Context: an optimization exercise on an open-source flow, tuned for small area, a short achievable clock period and few clock cycles. The choices shown serve that exercise and are no tape-out recipe. Function was checked by simulation only, so behaviour that the tests miss may differ from the original. Power and IR drop assume default switching activity.

`flow/config.mk`:
```
export PLATFORM = sky130hd
export DESIGN_NAME = TPU
export DESIGN_NICKNAME = TPU
export VERILOG_FILES = /design/flow/design.v
export SDC_FILE = /design/flow/constraint.sdc
export NUM_CORES = 4
export LEC_CHECK = 0
export ABC_AREA = 1
export CAP_MARGIN = 20
export CORE_MARGIN = 2
export CORE_UTILIZATION = 40
export SETUP_SLACK_MARGIN = 4.7
export SLEW_MARGIN = 20
```
`flow/run.sh`:
```
#!/bin/bash
# synth_recipe.tcl (not shown) runs the flow's synth.tcl, then flattens the netlist and writes it again
# the make line also repeats each setting of config.mk as NAME=value (left out here)
make -C /OpenROAD-flow-scripts/flow DESIGN_CONFIG=/design/flow/config.mk WORK_HOME=/design/flow/orfs CLKGATE_MAP_FILE= SYNTH_SCRIPT=/design/flow/synth_recipe.tcl finish
```
`flow/design.v`:
```
module TPU(
    clk,
    rst_n,
    in_valid,
    K,
    M,
    N,
    busy,
    A_wr_en,
    A_index,
    A_data_in,
    A_data_out,
    B_wr_en,
    B_index,
    B_data_in,
    B_data_out,
    C_wr_en,
    C_index,
    C_data_in,
    C_data_out
);
input clk;
input rst_n;
input            in_valid;
input [7:0]      K;
input [7:0]      M;
input [7:0]      N;
output  reg      busy;
output           A_wr_en;
output [15:0]    A_index;
output [31:0]    A_data_in;
input  [31:0]    A_data_out;
output           B_wr_en;
output [15:0]    B_index;
output [31:0]    B_data_in;
input  [31:0]    B_data_out;
output           C_wr_en;
output [15:0]    C_index;
output [127:0]   C_data_in;
input  [127:0]   C_data_out;
reg  [7:0] k_end;        
reg  [2:0] pad1;         
reg        k_one;        
reg  [5:0] mt_last;      
reg        mt_zero;      
reg  [3:0] last_rows;    
reg  [3:0] top_row;      
wire [7:0] m_dec      = M - 8'd1;
wire [7:0] n_dec      = N - 8'd1;
wire [7:0] k_dec      = K - 8'd1;
wire [5:0] mt_last_in = m_dec[7:2];                      
wire [5:0] nt_last_in = n_dec[7:2];                      
wire       m_one_tile = (M[7:3] == 5'd0) & ~(M[2] & |M[1:0]);    
wire       n_one_tile = (N[7:3] == 5'd0) & ~(N[2] & |N[1:0]);    
wire       k_small    = (K[7:2] == 6'd0);                
wire [7:0] k_end_in   = k_small ? 8'd3 : k_dec;
always @(posedge clk) begin
    if (in_valid) begin
        k_end     <= k_end_in;
        pad1      <= k_small ? 3'd5 - {1'b0, K[1:0]} : 3'd1;
        k_one     <= (K == 8'd1);
        mt_last   <= mt_last_in;
        mt_zero   <= m_one_tile;
        case (M[1:0])
            2'd1:    begin last_rows <= 4'b0001; top_row <= 4'b0001; end
            2'd2:    begin last_rows <= 4'b0011; top_row <= 4'b0010; end
            2'd3:    begin last_rows <= 4'b0111; top_row <= 4'b0100; end
            default: begin last_rows <= 4'b1111; top_row <= 4'b1000; end
        endcase
    end
end
reg        issuing;
reg  [7:0] kd;           
reg  [5:0] id, jd;       
reg        f_te;         
reg        f_k0;         
reg        f_kv;         
reg        f_kl;         
reg        f_ie;         
reg        f_je;         
reg [13:0] a_addr, b_addr, b_base;
always @(posedge clk or negedge rst_n) begin
    if (!rst_n)                          issuing <= 1'b0;
    else if (in_valid)                   issuing <= 1'b1;
    else if (f_te & f_ie & f_je)         issuing <= 1'b0;
end
always @(posedge clk) begin
    if (in_valid) begin
        kd     <= k_end_in;
        id     <= mt_last_in;
        jd     <= nt_last_in;
        f_te   <= 1'b0;
        f_k0   <= 1'b1;
        f_kv   <= 1'b1;
        f_kl   <= (K == 8'd1);
        f_ie   <= m_one_tile;
        f_je   <= n_one_tile;
        a_addr <= 14'd0;
        b_addr <= 14'd0;
        b_base <= 14'd0;
    end else if (issuing) begin
        f_k0 <= f_te;
        if (f_te) begin
            kd   <= k_end;
            f_te <= 1'b0;
            f_kv <= 1'b1;
            f_kl <= k_one;
            if (f_ie) begin
                id     <= mt_last;
                f_ie   <= mt_zero;
                jd     <= jd - 6'd1;
                f_je   <= (jd == 6'd1);
                a_addr <= 14'd0;
                b_base <= b_addr + {13'd0, f_kv};
                b_addr <= b_addr + {13'd0, f_kv};
            end else begin
                id     <= id - 6'd1;
                f_ie   <= (id == 6'd1);
                a_addr <= a_addr + {13'd0, f_kv};
                b_addr <= b_base;
            end
        end else begin
            kd   <= kd - 8'd1;
            f_te <= (kd == 8'd1);
            f_kv <= (kd >= {5'd0, pad1});
            f_kl <= (kd == {5'd0, pad1});
            if (f_kv) begin
                a_addr <= a_addr + 14'd1;
                b_addr <= b_addr + 14'd1;
            end
        end
    end
end
assign A_wr_en   = 1'b0;
assign A_data_in = 32'd0;
assign B_wr_en   = 1'b0;
assign B_data_in = 32'd0;
assign A_index   = {2'd0, a_addr};
assign B_index   = {2'd0, b_addr};
wire       iss_v   = issuing & f_kv;
wire       iss_clr = issuing & f_k0;
wire       iss_wr  = iss_v & f_kl;
wire [3:0] wmask   = f_ie ? last_rows : 4'hF;
wire [3:0] fmask   = (f_ie & f_je) ? top_row : 4'h0;
reg  [31:0] a_q, b_q;
always @(posedge clk) begin
    a_q <= A_data_out & {32{iss_v}};
    b_q <= B_data_out;
end
reg  [31:0] b_d [1:3];
reg  [7:0]  a1_d1, a2_d1, a2_d2, a3_d1, a3_d2, a3_d3;
always @(posedge clk) begin
    b_d[1] <= b_q;
    b_d[2] <= b_d[1];
    b_d[3] <= b_d[2];
    a1_d1  <= a_q[23:16];
    a2_d1  <= a_q[15:8];
    a2_d2  <= a2_d1;
    a3_d1  <= a_q[7:0];
    a3_d2  <= a3_d1;
    a3_d3  <= a3_d2;
end
wire [9:0]  a3_row [0:3];
reg  [9:0]  tq [0:3];
reg  [9:0]  t1_d1, t2_d1, t2_d2, t3_d1, t3_d2, t3_d3;
genvar l;
generate
    for (l = 0; l < 4; l = l + 1) begin : triple
        wire [7:0] lane = A_data_out[31-8*l -: 8];
        always @(posedge clk) tq[l] <= ({2'b00, lane} + {1'b0, lane, 1'b0}) & {10{iss_v}};
    end
endgenerate
always @(posedge clk) begin
    t1_d1 <= tq[1];
    t2_d1 <= tq[2];
    t2_d2 <= t2_d1;
    t3_d1 <= tq[3];
    t3_d2 <= t3_d1;
    t3_d3 <= t3_d2;
end
assign a3_row[0] = tq[0];
assign a3_row[1] = t1_d1;
assign a3_row[2] = t2_d2;
assign a3_row[3] = t3_d3;
wire [7:0]  a_row [0:3];
wire [31:0] b_row [0:3];
assign a_row[0] = a_q[31:24];
assign a_row[1] = a1_d1;
assign a_row[2] = a2_d2;
assign a_row[3] = a3_d3;
assign b_row[0] = b_q;
assign b_row[1] = b_d[1];
assign b_row[2] = b_d[2];
assign b_row[3] = b_d[3];
reg        clr_d [0:3][0:2];
reg        clr_c [0:3];
reg  [4:0] wr_d [0:3];
reg  [4:0] fin_d [0:3];
wire [3:0] wr_row, fin_row;
always @(posedge clk) begin
    clr_d[1][0] <= iss_clr;
    clr_d[2][0] <= iss_clr;
    clr_d[2][1] <= clr_d[2][0];
    clr_d[3][0] <= iss_clr;
    clr_d[3][1] <= clr_d[3][0];
    clr_d[3][2] <= clr_d[3][1];
    clr_c[0]    <= iss_clr;
    clr_c[1]    <= clr_d[1][0];
    clr_c[2]    <= clr_d[2][1];
    clr_c[3]    <= clr_d[3][2];
end
genvar r, c;
generate
    for (r = 0; r < 4; r = r + 1) begin : flag
        always @(posedge clk or negedge rst_n) begin
            if (!rst_n) begin
                wr_d[r]  <= 5'd0;
                fin_d[r] <= 5'd0;
            end else begin
                wr_d[r]  <= {wr_d[r][3:0], iss_wr & wmask[r]};
                fin_d[r] <= {fin_d[r][3:0], iss_wr & fmask[r]};
            end
        end
        assign wr_row[r]  = wr_d[r][r+1];
        assign fin_row[r] = fin_d[r][r+1];
    end
endgenerate
wire [23:0] acc_x [0:3][0:3];
wire [23:0] acc_y [0:3][0:3];
generate
    for (r = 0; r < 4; r = r + 1) begin : row
        for (c = 0; c < 4; c = c + 1) begin : pe
            TPU_mac mac (
                .clk (clk),
                .clr (clr_c[r]),
                .a   (a_row[r]),
                .b   (b_row[r][31-8*c -: 8]),
                .a3  (a3_row[r]),
                .x   (acc_x[r][c]),
                .y   (acc_y[r][c])
            );
        end
    end
endgenerate
reg [23:0] out_q [0:3];
reg [3:0]  sel;
always @(posedge clk) sel <= {wr_d[3][3], wr_d[2][2], wr_d[1][1], wr_d[0][0]};
reg        wr_q, fin_q;
reg [13:0] c_addr;
generate
    for (c = 0; c < 4; c = c + 1) begin : cout
        wire [23:0] sx = ({24{sel[0]}} & acc_x[0][c]) | ({24{sel[1]}} & acc_x[1][c])
                       | ({24{sel[2]}} & acc_x[2][c]) | ({24{sel[3]}} & acc_x[3][c]);
        wire [23:0] sy = ({24{sel[0]}} & acc_y[0][c]) | ({24{sel[1]}} & acc_y[1][c])
                       | ({24{sel[2]}} & acc_y[2][c]) | ({24{sel[3]}} & acc_y[3][c]);
        always @(posedge clk) out_q[c] <= sx + sy;
        assign C_data_in[127-32*c -: 32] = {8'd0, out_q[c]};
    end
endgenerate
always @(posedge clk or negedge rst_n) begin
    if (!rst_n) begin
        wr_q  <= 1'b0;
        fin_q <= 1'b0;
    end else begin
        wr_q  <= |wr_row;
        fin_q <= |fin_row;
    end
end
always @(posedge clk or negedge rst_n) begin
    if (!rst_n)         c_addr <= 14'd0;
    else if (in_valid)  c_addr <= 14'd0;
    else if (wr_q)      c_addr <= c_addr + 14'd1;
end
assign C_wr_en = wr_q;
assign C_index = {2'd0, c_addr};
always @(posedge clk or negedge rst_n) begin
    if (!rst_n)          busy <= 1'b0;
    else if (in_valid)   busy <= 1'b1;
    else if (fin_q)      busy <= 1'b0;
end
endmodule
module TPU_mac (
    input             clk,
    input             clr,
    input      [7:0]  a,
    input      [7:0]  b,
    input      [9:0]  a3,    
    output     [23:0] x,
    output     [23:0] y
);
reg  [23:0] xr;
reg  [4:0] yr;
wire [23:0] xc = xr & {24{~clr}};
wire [23:0] yfull;
assign yfull[0] = 1'b0;
assign yfull[1] = 1'b0;
assign yfull[2] = 1'b0;
assign yfull[3] = 1'b0;
assign yfull[4] = yr[0];
assign yfull[5] = 1'b0;
assign yfull[6] = 1'b0;
assign yfull[7] = 1'b0;
assign yfull[8] = yr[1];
assign yfull[9] = 1'b0;
assign yfull[10] = 1'b0;
assign yfull[11] = 1'b0;
assign yfull[12] = yr[2];
assign yfull[13] = 1'b0;
assign yfull[14] = 1'b0;
assign yfull[15] = 1'b0;
assign yfull[16] = yr[3];
assign yfull[17] = 1'b0;
assign yfull[18] = 1'b0;
assign yfull[19] = 1'b0;
assign yfull[20] = yr[4];
assign yfull[21] = 1'b0;
assign yfull[22] = 1'b0;
assign yfull[23] = 1'b0;
wire [23:0] yc = yfull & {24{~clr}};
wire [9:0] m1 = {2'b00, a};
wire [9:0] m2 = {1'b0, a, 1'b0};
wire s0_1 = ~b[1] &  b[0];
wire s0_2 =  b[1] & ~b[0];
wire s0_3 =  b[1] &  b[0];
wire q0_0 = (s0_1 & m1[0]) | (s0_2 & m2[0]) | (s0_3 & a3[0]);
wire q0_1 = (s0_1 & m1[1]) | (s0_2 & m2[1]) | (s0_3 & a3[1]);
wire q0_2 = (s0_1 & m1[2]) | (s0_2 & m2[2]) | (s0_3 & a3[2]);
wire q0_3 = (s0_1 & m1[3]) | (s0_2 & m2[3]) | (s0_3 & a3[3]);
wire q0_4 = (s0_1 & m1[4]) | (s0_2 & m2[4]) | (s0_3 & a3[4]);
wire q0_5 = (s0_1 & m1[5]) | (s0_2 & m2[5]) | (s0_3 & a3[5]);
wire q0_6 = (s0_1 & m1[6]) | (s0_2 & m2[6]) | (s0_3 & a3[6]);
wire q0_7 = (s0_1 & m1[7]) | (s0_2 & m2[7]) | (s0_3 & a3[7]);
wire q0_8 = (s0_1 & m1[8]) | (s0_2 & m2[8]) | (s0_3 & a3[8]);
wire q0_9 = (s0_1 & m1[9]) | (s0_2 & m2[9]) | (s0_3 & a3[9]);
wire s1_1 = ~b[3] &  b[2];
wire s1_2 =  b[3] & ~b[2];
wire s1_3 =  b[3] &  b[2];
wire q1_0 = (s1_1 & m1[0]) | (s1_2 & m2[0]) | (s1_3 & a3[0]);
wire q1_1 = (s1_1 & m1[1]) | (s1_2 & m2[1]) | (s1_3 & a3[1]);
wire q1_2 = (s1_1 & m1[2]) | (s1_2 & m2[2]) | (s1_3 & a3[2]);
wire q1_3 = (s1_1 & m1[3]) | (s1_2 & m2[3]) | (s1_3 & a3[3]);
wire q1_4 = (s1_1 & m1[4]) | (s1_2 & m2[4]) | (s1_3 & a3[4]);
wire q1_5 = (s1_1 & m1[5]) | (s1_2 & m2[5]) | (s1_3 & a3[5]);
wire q1_6 = (s1_1 & m1[6]) | (s1_2 & m2[6]) | (s1_3 & a3[6]);
wire q1_7 = (s1_1 & m1[7]) | (s1_2 & m2[7]) | (s1_3 & a3[7]);
wire q1_8 = (s1_1 & m1[8]) | (s1_2 & m2[8]) | (s1_3 & a3[8]);
wire q1_9 = (s1_1 & m1[9]) | (s1_2 & m2[9]) | (s1_3 & a3[9]);
wire s2_1 = ~b[5] &  b[4];
wire s2_2 =  b[5] & ~b[4];
wire s2_3 =  b[5] &  b[4];
wire q2_0 = (s2_1 & m1[0]) | (s2_2 & m2[0]) | (s2_3 & a3[0]);
wire q2_1 = (s2_1 & m1[1]) | (s2_2 & m2[1]) | (s2_3 & a3[1]);
wire q2_2 = (s2_1 & m1[2]) | (s2_2 & m2[2]) | (s2_3 & a3[2]);
wire q2_3 = (s2_1 & m1[3]) | (s2_2 & m2[3]) | (s2_3 & a3[3]);
wire q2_4 = (s2_1 & m1[4]) | (s2_2 & m2[4]) | (s2_3 & a3[4]);
wire q2_5 = (s2_1 & m1[5]) | (s2_2 & m2[5]) | (s2_3 & a3[5]);
wire q2_6 = (s2_1 & m1[6]) | (s2_2 & m2[6]) | (s2_3 & a3[6]);
wire q2_7 = (s2_1 & m1[7]) | (s2_2 & m2[7]) | (s2_3 & a3[7]);
wire q2_8 = (s2_1 & m1[8]) | (s2_2 & m2[8]) | (s2_3 & a3[8]);
wire q2_9 = (s2_1 & m1[9]) | (s2_2 & m2[9]) | (s2_3 & a3[9]);
wire s3_1 = ~b[7] &  b[6];
wire s3_2 =  b[7] & ~b[6];
wire s3_3 =  b[7] &  b[6];
wire q3_0 = (s3_1 & m1[0]) | (s3_2 & m2[0]) | (s3_3 & a3[0]);
wire q3_1 = (s3_1 & m1[1]) | (s3_2 & m2[1]) | (s3_3 & a3[1]);
wire q3_2 = (s3_1 & m1[2]) | (s3_2 & m2[2]) | (s3_3 & a3[2]);
wire q3_3 = (s3_1 & m1[3]) | (s3_2 & m2[3]) | (s3_3 & a3[3]);
wire q3_4 = (s3_1 & m1[4]) | (s3_2 & m2[4]) | (s3_3 & a3[4]);
wire q3_5 = (s3_1 & m1[5]) | (s3_2 & m2[5]) | (s3_3 & a3[5]);
wire q3_6 = (s3_1 & m1[6]) | (s3_2 & m2[6]) | (s3_3 & a3[6]);
wire q3_7 = (s3_1 & m1[7]) | (s3_2 & m2[7]) | (s3_3 & a3[7]);
wire q3_8 = (s3_1 & m1[8]) | (s3_2 & m2[8]) | (s3_3 & a3[8]);
wire q3_9 = (s3_1 & m1[9]) | (s3_2 & m2[9]) | (s3_3 & a3[9]);
wire t1 = xc[2] ^ q0_2;
wire t2 = xc[2] & q0_2;
wire t3 = xc[3] ^ q0_3 ^ q1_1;
wire t4 = (xc[3] & q0_3) | (xc[3] & q1_1) | (q0_3 & q1_1);
wire t5 = xc[4] ^ yc[4] ^ q0_4;
wire t6 = (xc[4] & yc[4]) | (xc[4] & q0_4) | (yc[4] & q0_4);
wire t7 = q1_2 ^ q2_0;
wire t8 = q1_2 & q2_0;
wire t9 = xc[5] ^ q0_5 ^ q1_3;
wire t10 = (xc[5] & q0_5) | (xc[5] & q1_3) | (q0_5 & q1_3);
wire t11 = q2_1 ^ t8 ^ t6;
wire t12 = (q2_1 & t8) | (q2_1 & t6) | (t8 & t6);
wire t13 = xc[6] ^ q0_6 ^ q1_4;
wire t14 = (xc[6] & q0_6) | (xc[6] & q1_4) | (q0_6 & q1_4);
wire t15 = q2_2 ^ q3_0 ^ t10;
wire t16 = (q2_2 & q3_0) | (q2_2 & t10) | (q3_0 & t10);
wire t17 = t13 ^ t12;
wire t18 = t13 & t12;
wire t19 = xc[7] ^ q0_7 ^ q1_5;
wire t20 = (xc[7] & q0_7) | (xc[7] & q1_5) | (q0_7 & q1_5);
wire t21 = q2_3 ^ q3_1 ^ t14;
wire t22 = (q2_3 & q3_1) | (q2_3 & t14) | (q3_1 & t14);
wire t23 = t19 ^ t16 ^ t21;
wire t24 = (t19 & t16) | (t19 & t21) | (t16 & t21);
wire t25 = xc[8] ^ yc[8] ^ q0_8;
wire t26 = (xc[8] & yc[8]) | (xc[8] & q0_8) | (yc[8] & q0_8);
wire t27 = q1_6 ^ q2_4 ^ q3_2;
wire t28 = (q1_6 & q2_4) | (q1_6 & q3_2) | (q2_4 & q3_2);
wire t29 = t20 ^ t25 ^ t27;
wire t30 = (t20 & t25) | (t20 & t27) | (t25 & t27);
wire t31 = xc[9] ^ q0_9 ^ q1_7;
wire t32 = (xc[9] & q0_9) | (xc[9] & q1_7) | (q0_9 & q1_7);
wire t33 = q2_5 ^ q3_3 ^ t26;
wire t34 = (q2_5 & q3_3) | (q2_5 & t26) | (q3_3 & t26);
wire t35 = t28 ^ t31 ^ t30;
wire t36 = (t28 & t31) | (t28 & t30) | (t31 & t30);
wire t37 = xc[10] ^ q1_8 ^ q2_6;
wire t38 = (xc[10] & q1_8) | (xc[10] & q2_6) | (q1_8 & q2_6);
wire t39 = q3_4 ^ t32 ^ t37;
wire t40 = (q3_4 & t32) | (q3_4 & t37) | (t32 & t37);
wire t41 = t34 ^ t39;
wire t42 = t34 & t39;
wire t43 = xc[11] ^ q1_9 ^ q2_7;
wire t44 = (xc[11] & q1_9) | (xc[11] & q2_7) | (q1_9 & q2_7);
wire t45 = q3_5 ^ t38 ^ t43;
wire t46 = (q3_5 & t38) | (q3_5 & t43) | (t38 & t43);
wire t47 = t40 ^ t45;
wire t48 = t40 & t45;
wire t49 = xc[12] ^ yc[12] ^ q2_8;
wire t50 = (xc[12] & yc[12]) | (xc[12] & q2_8) | (yc[12] & q2_8);
wire t51 = q3_6 ^ t44 ^ t49;
wire t52 = (q3_6 & t44) | (q3_6 & t49) | (t44 & t49);
wire t53 = xc[13] ^ q2_9 ^ q3_7;
wire t54 = (xc[13] & q2_9) | (xc[13] & q3_7) | (q2_9 & q3_7);
wire t55 = t50 ^ t53;
wire t56 = t50 & t53;
wire t57 = xc[14] ^ q3_8 ^ t54;
wire t58 = (xc[14] & q3_8) | (xc[14] & t54) | (q3_8 & t54);
wire t59 = xc[15] ^ q3_9;
wire t60 = xc[15] & q3_9;
wire [4:0] ch0 = {1'b0, t2, q1_0, xc[1], xc[0]} + {1'b0, t3, t1, q0_1, q0_0};
wire [4:0] ch4 = {1'b0, t18, t15, t9, t7} + {1'b0, t23, t17, t11, t4} + {4'd0, t5};
wire [4:0] ch8 = {1'b0, t42, t41, t33, t22} + {1'b0, t47, t36, t35, t29} + {4'd0, t24};
wire [4:0] ch12 = {1'b0, t59, t56, t55, t46} + {1'b0, t58, t57, t52, t51} + {4'd0, t48};
wire [4:0] ch16 = {1'b0, xc[19], xc[18], xc[17], xc[16]} + {1'b0, 1'b0, 1'b0, 1'b0, yc[16]} + {4'd0, t60};
wire [4:0] ch20 = {1'b0, xc[23], xc[22], xc[21], xc[20]} + {1'b0, 1'b0, 1'b0, 1'b0, yc[20]};
always @(posedge clk) begin
    xr <= {ch20[3], ch20[2], ch20[1], ch20[0], ch16[3], ch16[2], ch16[1], ch16[0], ch12[3], ch12[2], ch12[1], ch12[0], ch8[3], ch8[2], ch8[1], ch8[0], ch4[3], ch4[2], ch4[1], ch4[0], ch0[3], ch0[2], ch0[1], ch0[0]};
    yr <= {ch16[4], ch12[4], ch8[4], ch4[4], ch0[4]};
end
assign x = xr;
assign y = yfull;
endmodule
```
`flow/constraint.sdc`:
```
create_clock -name core_clock -period 8.0 [get_ports {clk}]
set_input_delay 1.6000 -clock core_clock [delete_from_list [all_inputs] [get_ports {clk}]]
set_output_delay 1.6000 -clock core_clock [all_outputs]
set_load 0.01 [all_outputs]
```
==> run_results.csv, run 1 <==
group,metric,value,unit
global_routing,grt_pass1_wl,346000,µm
drt,drt_iter0_drc,6285,
timing,clock.fmax,304,MHz
power,cellInternalPower,13200,µW
logic_synthesis,async_flop_share,4.58,%
global_routing,number_of_global_route_vias_before_repair,55200,
logic_synthesis,yosys.cell_types.count,47,
placement,routabilityCongestion,0.997,
drt,routedWlPerCell,22.6,µm
cts,h_tree_depth,3,
timing,worst-slew-pin-transition,1100,ps
hold_path,hold_path_class,"register to register",
setup_path,critPathLaunch,"t2_d2[2]",
drt,drcViolationCount,0,
logic_synthesis,synth-edff-count,48,
floorplanning,initial_core_util,40.2,%
placement,portBuffers,230,
hold_path,min_from,"a_q[3]",
timing,max-slew-margin-rel,26.2,%
logic_synthesis,synth_top_flop_cell,"dfxtp_1",
setup_path,cpLargestDelayFamily,"adder cells",
power,power.leakage,0.0366,µW
placement,place_hpwl,171000,µm
logic_synthesis,synth_top_area_cell,"dfxtp_1",
cells_and_area,post_layout_utilization_of_the_core,48.4,%
cts,root_buffer,"clkbuf_16",
cells_and_area,num-nets-final,9525,
global_routing,grt_antenna_before_repair,9,
timing,post-route-min-period,3290,ps
timing,final_max_slew_viol_count,0,
cells_and_area,share_of_post_route_cells_with_drive_strength_above_1,13.2,%
floorplanning,floorplan.rows,147,
timing,final_min_period_over_clock_period,41.1,%
setup_path,critical_path_arrival,3950,ps
cells_and_area,area_growth,20.6,%
setup_path,worst_path_max_delay_cell,"fa_1",
logic_synthesis,synth_largest_type_area_fraction,28.4,%
global_routing,global_route.usage.met2,42.4,%
floorplanning,floorplan.io_pins,463,
drt,via_count,57100,
logic_synthesis,number_of_standard_cells_after_synthesis,7930,
drt,dr.pass1.iters,7,
global_routing,global_route.usage.total,28.3,%
logic_synthesis,post_synth.cell_area_avg,8.11,µm²
logic_synthesis,synth_sequential_area_ratio,32.4,%
global_routing,grtUsageMet1,36.8,%
cts,cts-root-to-sink-buffers,3,
drt,finalWirelength,238000,µm
global_routing,final_global_route_overflow_total,0,
setup_path,worstPathCellList,"clkinvlp_4 -> o22ai_1 -> a21oi_1 -> fa_1 -> inv_1 -> fa_1 -> fa_1 -> inv_1 -> fa_2 -> inv_1",
cts,tritoncts_clock_tree,"built",
global_routing,grt_util_met3,7.66,%
job,max-cap-violations,0,
logic_synthesis,netlist_top_cells_count,"nand2_1 (1703), inv_1 (1309), dfxtp_1 (911)",
setup_path,worst_ep_required_time,8670,ps
power,clkPwrFrac,26.4,%
cts,clock_tree_sinks,1005,
timing,grt_setup_unrepaired,"yes",
cts,hold_buffers,0,
logic_synthesis,netlist_area,64300,µm²
floorplanning,die_height,405,µm
global_routing,grt_busiest_layer,"met2",
timing,report.final.hold_viol_count,0,
drt,avgViaCountPerCell,5.42,
setup_path,timing.setup.critical_path_class,"register to register",
power,swShare,38.4,%
setup_path,cp_num_buf_inv,4,
cts,worstSkewPairLatency,770,ps
floorplanning,fp.dieW,405,µm
floorplanning,floorplan.die_area,164000,µm²
floorplanning,placeableCoreArea,160000,µm²
logic_synthesis,yosys_register_bits,1005,
setup_path,timing.critical_path.from_type,"register",
cts,cts_clk_pin_slew_worst_paths,70,ps
timing,setup_tns,0,ps
logic_synthesis,ys.warnings.count,16,
setup_path,cp_max_fo,6,
power,p_comb_share,41.5,%
global_routing,grt_start_max_net_pins,62,
setup_path,timing.critical_path.slowest_cell_delay,550,ps
power,switching_power,8230,µW
timing,fin_skew,59.3,ps
power,irDropWorstVdd,0.185,mV
power,p_seq_share,32.1,%
logic_synthesis,synthTopCellsByArea,"dfxtp_1 (28%), fa_1 (16%), nand2_1 (9.9%)",
run_status,outcome,"complete, no violations",
setup_path,crit-reg2reg-launch,"t2_d2[2]",
power,power_density,277,nW/µm²
cts,cts_made_buffers,111,
drt,antenna_violating_nets_post_route,0,
setup_path,crit_path_end_kind,"register",
power,post-layout-total-power,21500,µW
timing,setup_viol_count_final,0,
logic_synthesis,yosys.cell_count.top_type,"nand2_1",
==> stage by stage <==
step	instances	setup WS, ps	area [µm²]	hold WS (ps)
final	10500	4710	77500	316
after floorplan	8033	4700	64800	310
after global routing	10500	4630	77500	314
after CTS	10500	4660	75600	307
after detailed placement	10100	3640	68300	312
after global placement	10100	3660	68300	312
==> final cells by class <==
cell class | count | area [µm²]
fill | 15500 | 82500
multi-input combinational | 5337 | 38400
sequential | 1005 | 21100
timing repair buffer | 572 | 5990
inverter | 1327 | 5330
clock buffer | 147 | 3050
tap | 2086 | 2610
clock inverter | 64 | 1000
timing repair inverter | 3 | 22.5
antenna | 3 | 7.51
==> layout by cell type, fill, tap and decap left out, types with 19 or more instances in the layout <==
master / netlist / routed
a21oi_1: 412 / 406
a221oi_1: 27 / 22
buf_12: 0 / 50
buf_4: 117 / 239
buf_6: 8 / 27
bufinv_16: 0 / 19
clkbuf_1: 193 / 23
clkbuf_16: 0 / 116
clkdlybuf4s50_1: 0 / 175
clkinvlp_4: 0 / 55
conb_1: 1 / 104
dfrtp_1: 46 / 42
dfxtp_1: 911 / 770
dfxtp_2: 0 / 99
dfxtp_4: 0 / 42
dlygate4sd2_1: 0 / 49
edfxtp_1: 48 / 48
fa_1: 500 / 436
fa_2: 0 / 64
ha_1: 449 / 440
inv_1: 1309 / 1239
inv_2: 7 / 25
nand2_1: 1703 / 1584
nand2_2: 0 / 98
nand2_4: 0 / 21
nand3_1: 257 / 257
nand4_1: 45 / 45
nor2_1: 730 / 664
nor2_2: 18 / 43
nor2_4: 0 / 41
nor3_1: 53 / 53
o21ai_0: 202 / 181
o21ai_1: 9 / 22
o221ai_1: 260 / 240
o22ai_1: 237 / 223
xnor2_1: 61 / 61
xor2_1: 180 / 180
==> what timing repair did <==
| action | in CTS | in global routing |
|---|---|---|
| endpoints found under the setup margin | 311 | 132 |
| gates cloned | 10 | 5 |
| buffers inserted | 181 | 77 |
| resized for setup | 554 | 338 |
| pin swaps | 11 | 39 |
==> sequential cells by signal, summed over array words and instances (netlist names), 9 cells and up <==
register / cells
tq: 36
b_d: 96
b_addr: 14
fin_d: 14
a_addr: 14
t2_d2: 9
b_base: 14
t3_d3: 9
row.pe.mac.yr: 80
t1_d1: 9
t3_d1: 9
wr_d: 14
row.pe.mac.xr: 384
t2_d1: 9
a_q: 32
c_addr: 14
out_q: 96
b_q: 32
t3_d2: 9
==> routing by layer <==
metal,up-vias,part of all wire (%)
li1,26200,-
met1,27100,40
met2,3086,42
met3,720,11
met4,10,6.6
met5,-,0.029
==> path summary, 6_finish.rpt <==
check / endpoint / slack (ps) / cells after the start
hold / removal: a3_d1[3] / 320 / 0
hold reg to reg: a3_d1[3] / 320 / 0
min in group asynchronous: c_addr[13] / 910 / 2
setup reg to reg: row[2].pe[2].mac.xr[9] / 4710 / 10
setup / recovery: row[2].pe[2].mac.xr[9] / 4710 / 10
max in group asynchronous: wr_q / 6650 / 2
==> worst reg2reg max path, cell delays in order (launching register included) <==
cell        delay (ps)
dfxtp_4            400
clkinvlp_4         230
o22ai_1            240
a21oi_1            100
fa_1               550
inv_1               50
fa_1               430
fa_1               530
inv_1               80
fa_2               550
inv_1               40
==> power groups by stage <==
stage	sequential, µW	combinational [µW]	clock [µW]
CTS	6850	8440	5750
floorplan	6590	5940	0
global route	6950	9990	5960
finish	6890	8920	5660
global placement	6920	7690	0
detailed placement	6940	7960	0
==> cells by family after synthesis <==
| family | share of synthesized area (%) |
|---|---|
| buf+inv | 10.7 |
| flops | 32.4 |
| simple gates | 17.5 |
| other cells | 0.00583 |
| compound gates | 11.9 |
| mux | 0.0156 |
| fa+ha+maj | 24.3 |
| xor+xnor | 3.28 |
Testbench counts, summed over its fixed seeds: cycles 122,601.
==> inputs of run 2 (changes only) <==
--- a/flow/design.v
+++ b/flow/design.v
@@ -161,27 +161,18 @@
     a3_d3  <= a3_d2;
 end
 wire [9:0]  a3_row [0:3];
-reg  [9:0]  tq [0:3];
-reg  [9:0]  t1_d1, t2_d1, t2_d2, t3_d1, t3_d2, t3_d3;
-genvar l;
-generate
-    for (l = 0; l < 4; l = l + 1) begin : triple
-        wire [7:0] lane = A_data_out[31-8*l -: 8];
-        always @(posedge clk) tq[l] <= ({2'b00, lane} + {1'b0, lane, 1'b0}) & {10{iss_v}};
-    end
-endgenerate
+reg  [9:0]  tq0, tq1, tq2, tq3;
+wire [7:0]  lane0 = A_data_out[31:24];
 always @(posedge clk) begin
-    t1_d1 <= tq[1];
-    t2_d1 <= tq[2];
-    t2_d2 <= t2_d1;
-    t3_d1 <= tq[3];
-    t3_d2 <= t3_d1;
-    t3_d3 <= t3_d2;
+    tq0 <= ({2'b00, lane0} + {1'b0, lane0, 1'b0}) & {10{iss_v}};
+    tq1 <= {2'b00, a_q[23:16]} + {1'b0, a_q[23:16], 1'b0};
+    tq2 <= {2'b00, a2_d1} + {1'b0, a2_d1, 1'b0};
+    tq3 <= {2'b00, a3_d2} + {1'b0, a3_d2, 1'b0};
 end
-assign a3_row[0] = tq[0];
-assign a3_row[1] = t1_d1;
-assign a3_row[2] = t2_d2;
-assign a3_row[3] = t3_d3;
+assign a3_row[0] = tq0;
+assign a3_row[1] = tq1;
+assign a3_row[2] = tq2;
+assign a3_row[3] = tq3;
 wire [7:0]  a_row [0:3];
 wire [31:0] b_row [0:3];
 assign a_row[0] = a_q[31:24];
@@ -290,7 +281,8 @@
 );
 reg  [23:0] xr;
 reg  [4:0] yr;
-wire [23:0] xc = xr & {24{~clr}};
+wire [23:0] xt = xr;
+wire [23:0] xc = xt & {24{~clr}};
 wire [23:0] yfull;
 assign yfull[0] = 1'b0;
 assign yfull[1] = 1'b0;
@@ -441,6 +433,6 @@
     xr <= {ch20[3], ch20[2], ch20[1], ch20[0], ch16[3], ch16[2], ch16[1], ch16[0], ch12[3], ch12[2], ch12[1], ch12[0], ch8[3], ch8[2], ch8[1], ch8[0], ch4[3], ch4[2], ch4[1], ch4[0], ch0[3], ch0[2], ch0[1], ch0[0]};
     yr <= {ch16[4], ch12[4], ch8[4], ch4[4], ch0[4]};
 end
-assign x = xr;
+assign x = xt;
 assign y = yfull;
 endmodule
--- a/flow/config.mk
+++ b/flow/config.mk
@@ -9,5 +9,5 @@
 export CAP_MARGIN = 20
 export CORE_MARGIN = 2
 export CORE_UTILIZATION = 40
-export SETUP_SLACK_MARGIN = 4.7
+export SETUP_SLACK_MARGIN = 4.5
 export SLEW_MARGIN = 20
==> run 2 against run 1 <==
  * Area after synthesis decreased by 1.4%
  * Clock skew decreased by 30 ps
  * Via count decreased by 3.0%
  * Largest power group unchanged
==> run_results.csv, run 2 <==
group,metric,value,unit
run_status,outcome,"complete, no violations",
setup_path,critical_path_arrival,4090,ps
logic_synthesis,synth-edff-count,48,
logic_synthesis,netlist_area,63400,µm²
cells_and_area,multi_input_area,37400,µm²
logic_synthesis,synthTopCellsByArea,"dfxtp_1 (27%), fa_1 (16%), nand2_1 (10%)",
logic_synthesis,synth_top_area_cell,"dfxtp_1",
timing,clock.fmax,289,MHz
timing,report.final.hold_viol_count,0,
logic_synthesis,ys.warnings.count,14,
cells_and_area,final_cell_mix,"nand2_1 (1668), inv_1 (1274), dfxtp_1 (806)",
setup_path,cp_num_buf_inv,4,
logic_synthesis,synth_sequential_area_ratio,31.2,%
logic_synthesis,yosys.cell_types.count,55,
timing,post-route-min-period,3470,ps
setup_path,crit_path_end_kind,"register",
setup_path,timing.critical_path.slowest_cell_delay,540,ps
floorplanning,floorplan.io_pins,463,
drt,finalWirelength,225000,µm
cells_and_area,largest_register_ff_count,384,
cts,h_tree_depth,3,
job,max-cap-violations,0,
cells_and_area,share_of_post_route_cells_with_drive_strength_above_1,8.31,%
drt,drcViolationCount,0,
cells_and_area,final_instance_count_excl_fillers,10300,
cts,cts_made_buffers,109,
placement,place_ws,3470,ps
logic_synthesis,netlist_top_cells_count,"nand2_1 (1694), inv_1 (1309), dfxtp_1 (857)",
power,power_density,283,nW/µm²
drt,routedWlPerCell,21.8,µm
logic_synthesis,yosys_register_bits,951,
timing,final_max_slew_viol_count,0,
power,power.leakage,0.0350,µW
cells_and_area,final-seq-area,19900,µm²
cells_and_area,num-nets-final,9330,
hold_path,min_from,"a_q[13]",
setup_path,crit_path_frequent_cell,"fa_1",
setup_path,cpLargestDelayFamily,"adder cells",
cells_and_area,most_common_cell_after_layout_fill_and_taps_aside,"nand2_1",
timing,final.setup.worst_slack,4530,ps
cells_and_area,reg_top3,"row.pe.mac.xr x384, b_d x96, out_q x96",
cells_and_area,post_layout_utilization_of_the_core,46.7,%
placement,placed_cells_incl_taps,9998,
placement,portBuffers,230,
cells_and_area,area_growth,16.2,%
drt,avgViaCountPerCell,5.36,
drt,antenna_violating_nets_post_route,0,
global_routing,global_route.usage.total,27.1,%
setup_path,cp_max_fo,29,
drt,dr.pass1.iters,8,
setup_path,timing.setup.critical_path_class,"register to register",
floorplanning,die_height,402,µm
global_routing,grt_pass1_wl,333000,µm
cts,root_buffer,"clkbuf_16",
cts,tritoncts_clock_tree,"built",
timing,worst-slew-pin-transition,1120,ps
timing,setup_tns,0,ps
cells_and_area,largest_register,"row.pe.mac.xr",
global_routing,grt_antenna_before_repair,17,
drt,via_count,55400,
placement,place_hpwl,169000,µm
timing,setup_viol_count_final,0,
cts,cts_clk_pin_slew_worst_paths,60,ps
setup_path,timing.critical_path.from_type,"register",
cts,cts-root-to-sink-buffers,3,
global_routing,number_of_global_route_vias_before_repair,53800,
logic_synthesis,yosys.cell_count.top_type,"nand2_1",
drt,drt_iter0_drc,5828,
setup_path,critPathLaunch,"clr_c[1]",
floorplanning,initial_core_util,40.2,%
setup_path,crit-reg2reg-launch,"clr_c[1]",
floorplanning,placeableCoreArea,158000,µm²
setup_path,worstPathCellList,"buf_12 -> buf_12 -> nor2_1 -> fa_2 -> fa_1 -> inv_1 -> fa_1 -> fa_1 -> inv_2 -> fa_1",
floorplanning,floorplan.rows,146,
cts,clock_tree_sinks,951,
logic_synthesis,async_flop_share,4.84,%
hold_path,hold_path_class,"register to register",
placement,routabilityCongestion,0.991,
global_routing,grt_start_max_net_pins,62,
floorplanning,fp.dieW,402,µm
timing,max-slew-margin-rel,24.2,%
floorplanning,floorplan.die_area,162000,µm²
setup_path,worst_path_max_delay_cell,"fa_1",
logic_synthesis,synth_top_flop_cell,"dfxtp_1",
logic_synthesis,number_of_standard_cells_after_synthesis,7864,
logic_synthesis,synth_largest_type_area_fraction,27.1,%
global_routing,final_global_route_overflow_total,0,
power,irDropWorstVdd,0.188,mV
timing,grt_setup_unrepaired,"yes",
timing,fin_skew,29.0,ps
setup_path,worst_ep_required_time,8620,ps
cells_and_area,fillers,15500,
timing,final_min_period_over_clock_period,43.3,%
logic_synthesis,post_synth.cell_area_avg,8.06,µm²
cts,worstSkewPairLatency,760,ps
[run 2: cell count changes after synthesis, moves of 7 or more]
cell and change:
a21oi_1 -17, buf_6 +7, clkinv_1 +8, dfxtp_1 -54, inv_2 +16, nand2_1 -9, nand2_2 +9, nand3_1 +12
nor2_1 -57, o21ai_0 -12, xor2_1 +11
[run 2: metrics by stage]
stage	hold WS [ps]	total power [µW]	area [µm²]
after floorplan	310	12500	63800
after CTS	323	20700	72500
after detailed placement	312	15000	67400
final	319	20900	73600
after global routing	331	22400	73600
after global placement	313	14800	67400
[run 2: worst paths after layout]
| check | slack [ps] | to | cells past startpoint |
|---|---|---|---|
| worst min-delay path | 320 | a2_d1[5] | 0 |
| worst min register to register | 320 | a2_d1[5] | 0 |
| max in group asynchronous | 6720 | c_addr[3] | 1 |
| min in group asynchronous | 850 | c_addr[8] | 1 |
| worst max register to register | 4530 | row[1].pe[1].mac.xr[9] | 10 |
| worst max-delay path | 4530 | row[1].pe[1].mac.xr[9] | 10 |
[run 2: timing repair]
item                                    4_1_cts  5_1_grt
gates resized for setup                     130      219
pin swaps                                     0        8
buffers inserted                             82       34
gates cloned                                  1        5
endpoints found under the setup margin      205      116
hold buffers                                  0        0
[run 2: layout make-up]
type | count | area share (%)
multi-input cells | 5305 | 50.8
flip-flops and latches | 951 | 27.0
inverters | 1351 | 7.16
repair buffers | 439 | 6.28
clock buffers | 137 | 4.14
well taps | 2072 | 3.52
clock inverters | 66 | 1.12
repair inverters | 2 | 0.0170
diodes | 4 | 0.0136
[run 2: worst reg2reg max path: stages, from the launching register on]
cell and delay (ps):
dfxtp_4 400, buf_12 220, buf_12 220, nor2_1 110, fa_2 400, fa_1 540
inv_1 50, fa_1 440, fa_1 470, inv_2 90, fa_1 390
[run 2: where the power goes]
| group | internal [µW] | switching [µW] | total (µW) |
|---|---|---|---|
| Clock | 3140 | 2280 | 5420 |
| Combinational | 3630 | 5210 | 8840 |
| Sequential | 5870 | 737 | 6610 |
[run 2: logic make-up (layout without fill, tap and decap cells)]
group / after synthesis / count (layout) / share of synthesized area (%)
fa+ha+maj: 952 / 952 / 24.7
mux: 2 / 2 / 0.0316
compound gates: 1197 / 1197 / 11.9
buf+inv: 1711 / 1995 / 11.0
simple gates: 2802 / 2802 / 17.7
flops: 951 / 951 / 31.2
other cells: 1 / 108 / 0.00592
xor+xnor: 248 / 248 / 3.43
[run 2: routing by layer]
metal  track usage (%)  part of all wire [%]  up-vias  wire length, µm
li1                  -                     -    25700                -
met1              36.4                    42    26300            94300
met2              42.0                    43     2791            97500
met3              6.33                   9.9      624            22300
met4              11.1                   4.9       14            11100
met5                 0                 0.039        -               88
Testbench counts of run 2, summed over its fixed seeds: cycles 122,601.
==> inputs of run 3 (changes only) <==
--- a/flow/config.mk
+++ b/flow/config.mk
@@ -9,5 +9,5 @@
 export CAP_MARGIN = 20
 export CORE_MARGIN = 2
 export CORE_UTILIZATION = 40
-export SETUP_SLACK_MARGIN = 4.5
+export SETUP_SLACK_MARGIN = 4.9
 export SLEW_MARGIN = 20
==> run 3 against run 2 <==
  * Area after synthesis did not move
  * Die area did not move
  * Highest routed layer unchanged
  * Core utilization rose by 4.5 points
  * Synthesized cell count did not move
==> run_results.csv, run 3 <==
group,metric,value,unit
drt,finalWirelength,245000,µm
setup_path,timing.critical_path.from_type,"register",
setup_path,worst_ep_required_time,8620,ps
floorplanning,placeableCoreArea,158000,µm²
setup_path,worst_path_max_delay_cell,"fa_1",
global_routing,grt_antenna_before_repair,17,
placement,portBuffers,230,
logic_synthesis,synth_sequential_area_ratio,31.2,%
placement,placed_cells_incl_taps,9987,
cts,tritoncts_clock_tree,"built",
global_routing,number_of_global_route_vias_before_repair,56300,
power,power.leakage,0.0381,µW
logic_synthesis,netlist_top_cells_count,"nand2_1 (1694), inv_1 (1309), dfxtp_1 (857)",
drt,antenna_violating_nets_post_route,0,
global_routing,global_route.usage.total,29.3,%
timing,fin_skew,70.5,ps
cells_and_area,reg_top3,"row.pe.mac.xr x384, b_d x96, out_q x96",
timing,report.final.hold_viol_count,0,
cts,h_tree_depth,3,
logic_synthesis,synth_top_flop_cell,"dfxtp_1",
timing,final_min_period_over_clock_period,40.2,%
floorplanning,fp.dieW,402,µm
cts,clock_tree_sinks,951,
setup_path,worstPathCellList,"buf_6 -> clkinvlp_4 -> buf_12 -> buf_12 -> o221ai_4 -> fa_2 -> fa_1 -> inv_2 -> fa_2 -> inv_2 -> fa_2 -> fa_2 -> xor2_1",
timing,max-slew-margin-rel,17.9,%
run_status,outcome,"complete, no violations",
timing,timing.hold.ws,324,ps
floorplanning,die_height,402,µm
floorplanning,floorplan.rows,146,
setup_path,critPathLaunch,"tq2[4]",
setup_path,endpoint,"row[2].pe[2].mac.xr[10]",
drt,drcViolationCount,0,
cells_and_area,largest_register_ff_count,384,
power,power_density,285,nW/µm²
floorplanning,initial_core_util,40.2,%
setup_path,cp_max_fo,8,
placement,routabilityCongestion,0.987,
logic_synthesis,yosys.cell_types.count,55,
placement,place_hpwl,171000,µm
cts,cts-root-to-sink-buffers,3,
global_routing,grt_start_max_net_pins,68,
timing,setup_viol_count_final,0,
drt,routedWlPerCell,23.0,µm
cells_and_area,area_growth,27.4,%
global_routing,grt_pass1_wl,357000,µm
setup_path,crit_path_end_kind,"register",
timing,post-route-min-period,3210,ps
timing,clock.fmax,311,MHz
drt,drt_iter0_drc,5912,
cts,cts_clk_pin_slew_worst_paths,60,ps
setup_path,ff2ff_setup_slack,4790,ps
setup_path,reg2reg_depth,13,
cells_and_area,share_of_post_route_cells_with_drive_strength_above_1,20.2,%
floorplanning,floorplan.die_area,162000,µm²
setup_path,critical_path_arrival,3830,ps
logic_synthesis,synthTopCellsByArea,"dfxtp_1 (27%), fa_1 (16%), nand2_1 (10%)",
drt,dr.pass1.iters,10,
drt,avgViaCountPerCell,5.44,
logic_synthesis,synth-edff-count,48,
logic_synthesis,ys.warnings.count,14,
cts,hold_buffers,0,
cells_and_area,most_common_cell_after_layout_fill_and_taps_aside,"nand2_1",
logic_synthesis,synth_top_area_cell,"dfxtp_1",
cells_and_area,fillers,14900,
setup_path,timing.critical_path.slowest_cell_delay,460,ps
cts,root_buffer,"clkbuf_16",
logic_synthesis,yosys_register_bits,951,
job,max-cap-violations,0,
timing,worst-slew-pin-transition,1220,ps
cells_and_area,final_instance_count_excl_fillers,10700,
global_routing,final_global_route_overflow_total,0,
drt,via_count,58000,
timing,setup_tns,0,ps
floorplanning,floorplan.io_pins,463,
logic_synthesis,number_of_standard_cells_after_synthesis,7864,
power,irDropWorstVdd,0.207,mV
cells_and_area,final_cell_mix,"nand2_1 (1547), inv_1 (1165), dfxtp_1 (680)",
setup_path,crit_path_frequent_cell,"fa_2",
logic_synthesis,yosys.cell_count.top_type,"nand2_1",
setup_path,crit-reg2reg-launch,"tq2[4]",
logic_synthesis,synth_largest_type_area_fraction,27.1,%
cts,cts_made_buffers,115,
logic_synthesis,async_flop_share,4.84,%
cells_and_area,largest_register,"row.pe.mac.xr",
setup_path,r2r-end,"row[2].pe[2].mac.xr[10]",
logic_synthesis,post_synth.cell_area_avg,8.06,µm²
timing,final_max_slew_viol_count,0,
cts,worstSkewPairLatency,780,ps
setup_path,timing.setup.critical_path_class,"register to register",
cells_and_area,num-nets-final,9649,
timing,grt_setup_unrepaired,"yes",
cells_and_area,post_layout_utilization_of_the_core,51.2,%
hold_path,hold_path_class,"register to register",
logic_synthesis,netlist_area,63400,µm²
run 3: cell counts after synthesis:
Identical to the previous run, type by type.
run 3: power by group:
group          switching [µW]  total (µW)  internal, µW
clock                    2330        5840          3500
sequential                737        6610          5880
combinational            5930       10500          4610
run 3: critical path, delay by kind of cell (launching register included):
family / cells / cell delay (ps)
fa+ha+maj: 5 / 1900
buf+inv: 6 / 590
flops: 1 / 320
xor+xnor: 1 / 150
compound gates: 1 / 120
run 3: timing repair:
action / CTS / global route
setup endpoints to repair: 431 / 168
resized for setup: 1104 / 526
setup buffers: 305 / 119
cloned: 17 / 5
pin swaps: 103 / 166
run 3: per-layer routing:
metal | global-route usage, % | vias to the layer above | share of wire, %
li1 | - | 26400 | -
met1 | 37.8 | 27600 | 40
met2 | 45.3 | 3091 | 43
met3 | 7.40 | 882 | 10
met4 | 15.4 | 19 | 6.4
met5 | 0.208 | - | 0.066
run 3: cells by family (layout without fill, tap and decap cells):
family	count (synthesis)	after routing	synth area share (%)
buffers and inverters	1711	2322	11.0
flip-flops	951	951	31.2
XOR/XNOR	248	248	3.43
other	1	109	0.00592
adder cells (fa/ha/maj)	952	952	24.7
multiplexers	2	2	0.0316
AO/OA/AOI/OAI	1197	1197	11.9
AND/OR/NAND/NOR	2802	2802	17.7
run 3: how the worst min path moves through the flow:
stage,startpoint,to,slack (ps),cells past startpoint
after floorplan,a_q[8],a2_d1[0],310,0
after global placement,a_q[12],a2_d1[4],320,0
after detailed placement,a_q[0],a3_d1[0],310,0
after CTS,a_q[7],a3_d1[7],330,0
after global routing,a_q[0],a3_d1[0],330,0
final,a_q[1],a3_d1[1],320,0
run 3: area by class of cell:
class	instances	area, µm²	share of cell area, %
multi-input combinational	5305	40200	49.7
sequential	951	20200	25.0
timing repair buffer	749	7910	9.79
inverter	1351	5600	6.93
clock buffer	150	3250	4.03
tap	2072	2590	3.21
clock inverter	67	1000	1.24
timing repair inverter	5	50.0	0.0620
antenna	5	12.5	0.0155
run 3: stage by stage:
| step | power, µW | area (µm²) | setup slack, ps |
|---|---|---|---|
| detailed placement | 15100 | 67400 | 3300 |
| finish | 23000 | 80800 | 4790 |
| global route | 24500 | 80800 | 4740 |
| global placement | 14800 | 67400 | 3350 |
| floorplan | 12600 | 64100 | 4880 |
| CTS | 22100 | 77700 | 4770 |
==> inputs of run 4 (changes only) <==
--- a/flow/config.mk
+++ b/flow/config.mk
@@ -9,5 +9,5 @@
 export CAP_MARGIN = 20
 export CORE_MARGIN = 2
 export CORE_UTILIZATION = 40
-export SETUP_SLACK_MARGIN = 4.9
+export SETUP_SLACK_MARGIN = 4.7
 export SLEW_MARGIN = 20
==> run 4 against run 3 <==
  * Still clean
  * Register-to-register slack worse by 90 ps
  * Fmax is 2.8% lower
  * Clock power is 3.9% lower
  * Sequential share of layout area is 1.2 points higher
  * Worst hold slack better by 2.3 ps
  * Combinational power is about 10% lower
  * Via count is 2.6% lower
  * Flip-flop and latch count stayed put
  * Global-route usage is 1.5 points lower
  * Sequential power hardly changed
  * Routed wire length is 5.1% lower
  * Critical endpoint is now row[1].pe[1].mac.xr[13]
==> run_results.csv, run 4 <==
group,metric,value,unit
cells_and_area,post_layout_utilization_of_the_core,48.5,%
cells_and_area,num-nets-final,9449,
placement,routabilityCongestion,0.988,
global_routing,grt_pass1_wl,341000,µm
cts,root_buffer,"clkbuf_16",
floorplanning,floorplan.io_pins,463,
setup_path,worstPathCellList,"clkinvlp_4 -> buf_4 -> o22ai_2 -> a21oi_2 -> fa_1 -> fa_1 -> inv_1 -> ha_1 -> fa_2 -> inv_1 -> fa_2 -> inv_1",
cts,tritoncts_clock_tree,"built",
timing,report.final.hold_viol_count,0,
timing,setup_tns,0,ps
cts,cts_made_buffers,111,
setup_path,cp_num_buf_inv,5,
floorplanning,floorplan.die_area,162000,µm²
logic_synthesis,netlist_top_cells_count,"nand2_1 (1694), inv_1 (1309), dfxtp_1 (857)",
timing,max-slew-margin-rel,26.4,%
drt,routedWlPerCell,22.2,µm
logic_synthesis,netlist_area,63400,µm²
logic_synthesis,synth_largest_type_area_fraction,27.1,%
global_routing,number_of_global_route_vias_before_repair,54500,
global_routing,global_route.usage.total,27.8,%
logic_synthesis,async_flop_share,4.84,%
cts,h_tree_depth,3,
cells_and_area,most_common_cell_after_layout_fill_and_taps_aside,"nand2_1",
cells_and_area,reg_top3,"row.pe.mac.xr x384, b_d x96, out_q x96",
placement,portBuffers,230,
cts,cts-root-to-sink-buffers,3,
job,max-cap-violations,0,
drt,antenna_violating_nets_post_route,0,
global_routing,grt_antenna_before_repair,23,
cts,clock_tree_sinks,951,
setup_path,cpLargestDelayFamily,"adder cells",
timing,timing.hold.ws,327,ps
logic_synthesis,synth-edff-count,48,
placement,place_hpwl,168000,µm
logic_synthesis,yosys_register_bits,951,
timing,setup_viol_count_final,0,
setup_path,timing.critical_path.slowest_cell_delay,550,ps
timing,clock.fmax,303,MHz
cells_and_area,final_area,76500,µm²
run_status,outcome,"complete, no violations",
logic_synthesis,synth_top_flop_cell,"dfxtp_1",
setup_path,ff2ff_setup_slack,4700,ps
setup_path,cp_max_fo,3,
power,irDropWorstVdd,0.216,mV
drt,dr.pass1.iters,9,
timing,final_min_period_over_clock_period,41.3,%
logic_synthesis,synthTopCellsByArea,"dfxtp_1 (27%), fa_1 (16%), nand2_1 (10%)",
floorplanning,die_height,402,µm
logic_synthesis,yosys.cell_count.top_type,"nand2_1",
global_routing,grt_start_max_net_pins,62,
timing,fin_skew,25.1,ps
cells_and_area,largest_register,"row.pe.mac.xr",
floorplanning,floorplan.rows,146,
setup_path,worst_path_max_delay_cell,"fa_1",
drt,drcViolationCount,0,
cells_and_area,largest_register_ff_count,384,
logic_synthesis,synth_top_area_cell,"dfxtp_1",
setup_path,worst_ep_required_time,8700,ps
logic_synthesis,ys.warnings.count,14,
setup_path,timing.setup.critical_path_class,"register to register",
drt,finalWirelength,233000,µm
setup_path,crit_path_frequent_cell,"inv_1",
logic_synthesis,number_of_standard_cells_after_synthesis,7864,
cells_and_area,final-seq-area,20000,µm²
cts,hold_buffers,0,
logic_synthesis,synth_sequential_area_ratio,31.2,%
cts,worstSkewPairLatency,760,ps
cts,cts_clk_pin_slew_worst_paths,60,ps
drt,drt_iter0_drc,5884,
power,power_density,283,nW/µm²
floorplanning,fp.dieW,402,µm
drt,avgViaCountPerCell,5.40,
cells_and_area,multi_input_area,38500,µm²
floorplanning,initial_core_util,40.2,%
hold_path,hold_path_class,"register to register",
cells_and_area,final_cell_mix,"nand2_1 (1592), inv_1 (1251), dfxtp_1 (726)",
timing,grt_setup_unrepaired,"yes",
cells_and_area,fillers,15200,
logic_synthesis,yosys.cell_types.count,55,
placement,postPlaceCellArea,67400,µm²
power,power.leakage,0.0363,µW
timing,post-route-min-period,3300,ps
cells_and_area,area_growth,20.7,%
drt,via_count,56500,
timing,final_max_slew_viol_count,0,
setup_path,critical_path_arrival,4000,ps
timing,worst-slew-pin-transition,1090,ps
setup_path,timing.critical_path.from_type,"register",
cells_and_area,share_of_post_route_cells_with_drive_strength_above_1,13.3,%
logic_synthesis,post_synth.cell_area_avg,8.06,µm²
setup_path,crit_path_end_kind,"register",
floorplanning,placeableCoreArea,158000,µm²
global_routing,final_global_route_overflow_total,0,
-- run 4: cell types whose count changed in the layout (fill, tap and decap cells not counted), moves of 74 or more --
cell             change
clkdlybuf4s50_1     +81
fa_2                -74
fa_1                +74
buf_4              -126
inv_2               -77
inv_1               +86
-- run 4: cells by family (layout without fill, tap and decap cells) --
group,count (synthesis),in the layout,share of synthesized area (%)
and+or+nand+nor,2802,2802,17.7
adders and majority gates,952,952,24.7
buffers and inverters,1711,2117,11.0
DFF,951,951,31.2
xor gates and xnor gates,248,248,3.43
AOI/OAI and AO/OA,1197,1197,11.9
muxes,2,2,0.0316
other,1,120,0.00592
-- run 4: area by class of cell --
type                    count  area share, %
well taps                2072           3.39
repair buffers            556           7.76
multi-input cells        5305           50.3
clock buffers             146           4.11
diodes                     16         0.0523
flip-flops and latches    951           26.2
clock inverters            62           1.15
inverters                1351           7.10
repair inverters            2         0.0196
-- run 4: worst register-to-register path, cell delays in order (launching register included) --
cell	delay (ps)
dfxtp_2	350
clkinvlp_4	140
buf_4	180
o22ai_2	180
a21oi_2	60
fa_1	510
fa_1	550
inv_1	50
ha_1	240
fa_2	410
inv_1	90
fa_2	420
inv_1	60
-- run 4: path summary, 6_finish.rpt --
check	start	cells past startpoint	end
setup / recovery	tq1[7]	12	row[1].pe[1].mac.xr[13]
hold / removal	a_q[0]	0	a3_d1[0]
setup reg to reg	tq1[7]	12	row[1].pe[1].mac.xr[13]
hold reg to reg	a_q[0]	0	a3_d1[0]
max in group asynchronous	rst_n	2	wr_q
min in group asynchronous	rst_n	2	c_addr[6]
-- run 4: per-layer routing --
metal | vias to the layer above | track usage (%) | part of all wire [%]
met3 | 818 | 7.62 | 11
met2 | 2962 | 43.1 | 43
li1 | 26000 | - | -
met4 | 18 | 12.4 | 5.7
met5 | - | 0 | 0.054
met1 | 26800 | 36.3 | 40
-- run 4: report_power, final --
part	internal (µW)	leakage, µW	total (µW)	switching [µW]
Combinational	3970	0.0261	9420	5440
Sequential	5880	0.00824	6610	733
Clock	3340	0.00195	5610	2270
Total	13200	0.0363	21600	8450
-- run 4: stage by stage --
| stage | instances | setup WS (ps) | power (µW) |
|---|---|---|---|
| final | 10500 | 4700 | 21600 |
| after global routing | 10500 | 4610 | 23200 |
| after detailed placement | 9989 | 3360 | 14900 |
| after global placement | 9989 | 3350 | 14700 |
| after CTS | 10400 | 4620 | 21100 |
| after floorplan | 7967 | 4650 | 12500 |
-- run 4: repair_timing --
action | CTS | global route
resized for setup | 450 | 427
pin swaps | 5 | 52
buffers inserted | 155 | 78
endpoints found under the setup margin | 315 | 143
gates cloned | 9 | 6
==> inputs of run 5 (changes only) <==
--- a/flow/config.mk
+++ b/flow/config.mk
@@ -9,5 +9,6 @@
 export CAP_MARGIN = 20
 export CORE_MARGIN = 2
 export CORE_UTILIZATION = 40
+export CTS_BUF_LIST = sky130_fd_sc_hd__clkbuf_4 sky130_fd_sc_hd__clkbuf_8
 export SETUP_SLACK_MARGIN = 4.7
 export SLEW_MARGIN = 20
==> run 5 against run 4 <==
  * Sequential share of layout area about the same
  * Worst hold slack got worse by 0.64 ps
  * Flip-flop and latch count unchanged
  * Highest routed layer unchanged
  * Largest cell class unchanged
  * Clock power decreased by 5.5%
  * Register-to-register slack about the same
  * Still clean
  * Fmax increased by 0.12%
  * Critical endpoint is now row[3].pe[1].mac.xr[9]
  * Clock-buffer cell count increased by 107
==> run_results.csv, run 5 <==
group,metric,value,unit
logic_synthesis,yosys_register_bits,951,
power,power_density,278,nW/µm²
global_routing,final_global_route_overflow_total,0,
timing,final_min_period_over_clock_period,41.3,%
timing,setup_viol_count_final,0,
drt,finalWirelength,235000,µm
logic_synthesis,netlist_area,63400,µm²
logic_synthesis,number_of_standard_cells_after_synthesis,7864,
cells_and_area,largest_register_ff_count,384,
cells_and_area,area_growth,20.6,%
floorplanning,floorplan.die_area,162000,µm²
setup_path,worstPathCellList,"clkinvlp_4 -> o22ai_2 -> a21oi_2 -> fa_1 -> inv_1 -> fa_2 -> fa_1 -> inv_1 -> fa_2 -> inv_1",
timing,clock.fmax,303,MHz
cts,cts_clk_pin_slew_worst_paths,70,ps
power,swShare,39.5,%
timing,report.final.hold_viol_count,0,
placement,routabilityCongestion,0.988,
hold_path,min_from,"a_q[0]",
setup_path,crit-reg2reg-launch,"tq3[4]",
floorplanning,floorplan.rows,146,
logic_synthesis,synth-edff-count,48,
cells_and_area,largest_register,"row.pe.mac.xr",
cells_and_area,share_of_post_route_cells_with_drive_strength_above_1,14.6,%
setup_path,crit_path_end_kind,"register",
cts,h_tree_depth,4,
logic_synthesis,ys.warnings.count,14,
timing,post-route-min-period,3300,ps
hold_path,hold_path_class,"register to register",
placement,place_hpwl,168000,µm
setup_path,worst_ep_required_time,8820,ps
cts,worstSkewPairLatency,930,ps
setup_path,ff2ff_setup_slack,4700,ps
power,switching_power,8390,µW
setup_path,worst_path_max_delay_cell,"fa_1",
drt,via_count,57100,
power,p_seq_share,31.1,%
logic_synthesis,synth_sequential_area_ratio,31.2,%
timing,worst-slew-pin-transition,1180,ps
floorplanning,fp.dieW,402,µm
logic_synthesis,yosys.cell_types.count,55,
drt,drcViolationCount,0,
cts,hold_buffers,0,
cells_and_area,fillers,15300,
setup_path,reg2reg_depth,10,
logic_synthesis,synth_top_area_cell,"dfxtp_1",
logic_synthesis,synth_top_flop_cell,"dfxtp_1",
cts,tritoncts_clock_tree,"built",
logic_synthesis,yosys.cell_count.top_type,"nand2_1",
power,p_comb_share,44.0,%
logic_synthesis,netlist_top_cells_count,"nand2_1 (1694), inv_1 (1309), dfxtp_1 (857)",
cts,cts-root-to-sink-buffers,3,
timing,grt_setup_unrepaired,"yes",
floorplanning,die_height,402,µm
setup_path,timing.critical_path.slowest_cell_delay,580,ps
drt,routedWlPerCell,22.2,µm
setup_path,cp_num_buf_inv,4,
timing,fin_skew,60.7,ps
setup_path,r2r-end,"row[3].pe[1].mac.xr[9]",
drt,avgViaCountPerCell,5.39,
logic_synthesis,synth_largest_type_area_fraction,27.1,%
drt,dr.pass1.iters,9,
setup_path,critPathLaunch,"tq3[4]",
logic_synthesis,post_synth.cell_area_avg,8.06,µm²
global_routing,global_route.usage.total,28.4,%
setup_path,worstSetupPathDepth,10,
global_routing,grt_start_max_net_pins,62,
global_routing,grt_antenna_before_repair,24,
setup_path,cpLargestDelayFamily,"adder cells",
global_routing,grt_pass1_wl,346000,µm
timing,setup_tns,0,ps
power,clkPwrFrac,24.9,%
timing,max-slew-margin-rel,20.5,%
cells_and_area,num-nets-final,9536,
global_routing,number_of_global_route_vias_before_repair,55100,
power,power.leakage,0.0369,µW
floorplanning,floorplan.io_pins,463,
cts,root_buffer,"clkbuf_8",
setup_path,timing.critical_path.from_type,"register",
hold_path,hold_depth,0,
cts,clock_tree_sinks,951,
cts,cts_made_buffers,176,
drt,antenna_violating_nets_post_route,0,
power,irDropWorstVdd,0.206,mV
cells_and_area,most_common_cell_after_layout_fill_and_taps_aside,"nand2_1",
floorplanning,initial_core_util,40.2,%
hold_path,hold_end,"a3_d1[0]",
power,cellInternalPower,12900,µW
run_status,outcome,"complete, no violations",
cells_and_area,reg_top3,"row.pe.mac.xr x384, b_d x96, out_q x96",
setup_path,crit_path_frequent_cell,"inv_1",
logic_synthesis,synthTopCellsByArea,"dfxtp_1 (27%), fa_1 (16%), nand2_1 (10%)",
cells_and_area,final_instance_count_excl_fillers,10600,
floorplanning,placeableCoreArea,158000,µm²
setup_path,critical_path_arrival,4120,ps
drt,drt_iter0_drc,6474,
setup_path,cp_max_fo,5,
placement,portBuffers,230,
placement,placed_cells_incl_taps,9989,
logic_synthesis,async_flop_share,4.84,%
job,max-cap-violations,0,
cells_and_area,final_cell_mix,"nand2_1 (1594), inv_1 (1254), dfxtp_1 (726)",
setup_path,timing.setup.critical_path_class,"register to register",
timing,final_max_slew_viol_count,0,
-- run 5: cell counts after synthesis --
Identical to the previous run, type by type.
-- run 5: worst max path at each step --
stage                               to  slack [ps]
5_1_grt        row[3].pe[2].mac.xr[11]        4620
3_5_place_dp    row[0].pe[3].mac.yr[3]        3360
6_report        row[3].pe[1].mac.xr[9]        4700
4_1_cts                   out_q[1][23]        4500
3_3_place_gp    row[0].pe[3].mac.yr[3]        3350
2_1_floorplan   row[1].pe[0].mac.xr[9]        4650
-- run 5: metrics by stage --
step	total power (µW)	instance area [µm²]	util (%)	setup slack (ps)	hold slack, ps
floorplan	12500	63800	-	4650	310
global placement	14700	67400	42.7	3350	312
detailed placement	14900	67400	42.7	3360	315
CTS	20800	74400	47.1	4500	328
global route	22900	76400	48.4	4620	330
finish	21300	76400	48.4	4700	326
-- run 5: power groups by stage --
stage	Sequential (µW)	Combinational (µW)	Clock [µW]
after floorplan	6300	6240	0
after global placement	6640	8080	0
after detailed placement	6660	8270	0
after CTS	6580	8830	5420
after global routing	6690	10600	5620
final	6620	9350	5300
-- run 5: final cells by class --
| type | instances | area (µm²) | area share, % |
|---|---|---|---|
| Clock buffer | 253 | 3240 | 4.25 |
| Sequential cell | 951 | 20000 | 26.2 |
| Tap cell | 2072 | 2590 | 3.39 |
| Timing Repair inverter | 2 | 16.3 | 0.0213 |
| Inverter | 1351 | 5430 | 7.11 |
| Clock inverter | 61 | 716 | 0.936 |
| Timing Repair Buffer | 578 | 6060 | 7.92 |
| Multi-Input combinational cell | 5305 | 38300 | 50.2 |
| Antenna cell | 19 | 47.5 | 0.0622 |
-- run 5: kinds of logic after synthesis --
| logic type | share of synthesized area [%] |
|---|---|
| buffers and inverters | 11.0 |
| AOI/OAI and AO/OA | 11.9 |
| DFF | 31.2 |
| adders and majority gates | 24.7 |
| xor gates and xnor gates | 3.43 |
| muxes | 0.0316 |
| other | 0.00592 |
| and+or+nand+nor | 17.7 |
-- run 5: metal layers --
layer | global-route usage (%) | wire length [µm]
met3 | 7.20 | 24700
met5 | 0 | 112
met1 | 37.1 | 95000
met2 | 43.9 | 102000
met4 | 13.6 | 13900
-- run 5: repair_timing --
item / in CTS / in global routing
endpoints found under the setup margin: 396 / 153
buffers inserted: 180 / 74
resized for setup: 536 / 413
cloned: 13 / 3
pin swaps: 6 / 45
-- run 5: worst register-to-register path: stages, from the launching register on --
cell	delay, ps
dfxtp_4	410
clkinvlp_4	280
o22ai_2	250
a21oi_2	60
fa_1	560
inv_1	60
fa_2	350
fa_1	580
inv_1	70
fa_2	560
inv_1	40

[afterwards: timing with drivers on the ports]
Ports are ideal in the flow. The routed layouts listed here were re-timed in OpenROAD. Step 1 sets driving cells, clkbuf_16 on the clock port and buf_2 on the other inputs (assumed; they add their load-dependent delay and slew). Step 2 adds t to the input delays and takes it off the output delays; t is the mean of the earliest and latest rising clock arrival at the registers after step 1. Input paths then give back, and output paths get back, about the clock's delay inside the block. Slacks: ideal ports / drivers / drivers and shift; pairs: ideal ports / drivers.
run	t, ns	setup slack, ns	slew at the worst register clock pin (ns)
run 1	0.830	4.712 / 4.683 / 4.277	0.07 / 0.07
run 2	0.823	4.534 / 4.475 / 4.222	0.07 / 0.07
run 3	0.834	4.787 / 4.787 / 4.297	0.07 / 0.07
run 4	0.832	4.696 / 4.665 / 4.351	0.07 / 0.07
run 5	0.983	4.700 / 4.698 / 4.362	0.07 / 0.07
After both steps every run listed still meets setup and hold. The setup slack of run 3, which loses most, moves by 0.000 ns with the drivers and by -0.490 ns with both steps.
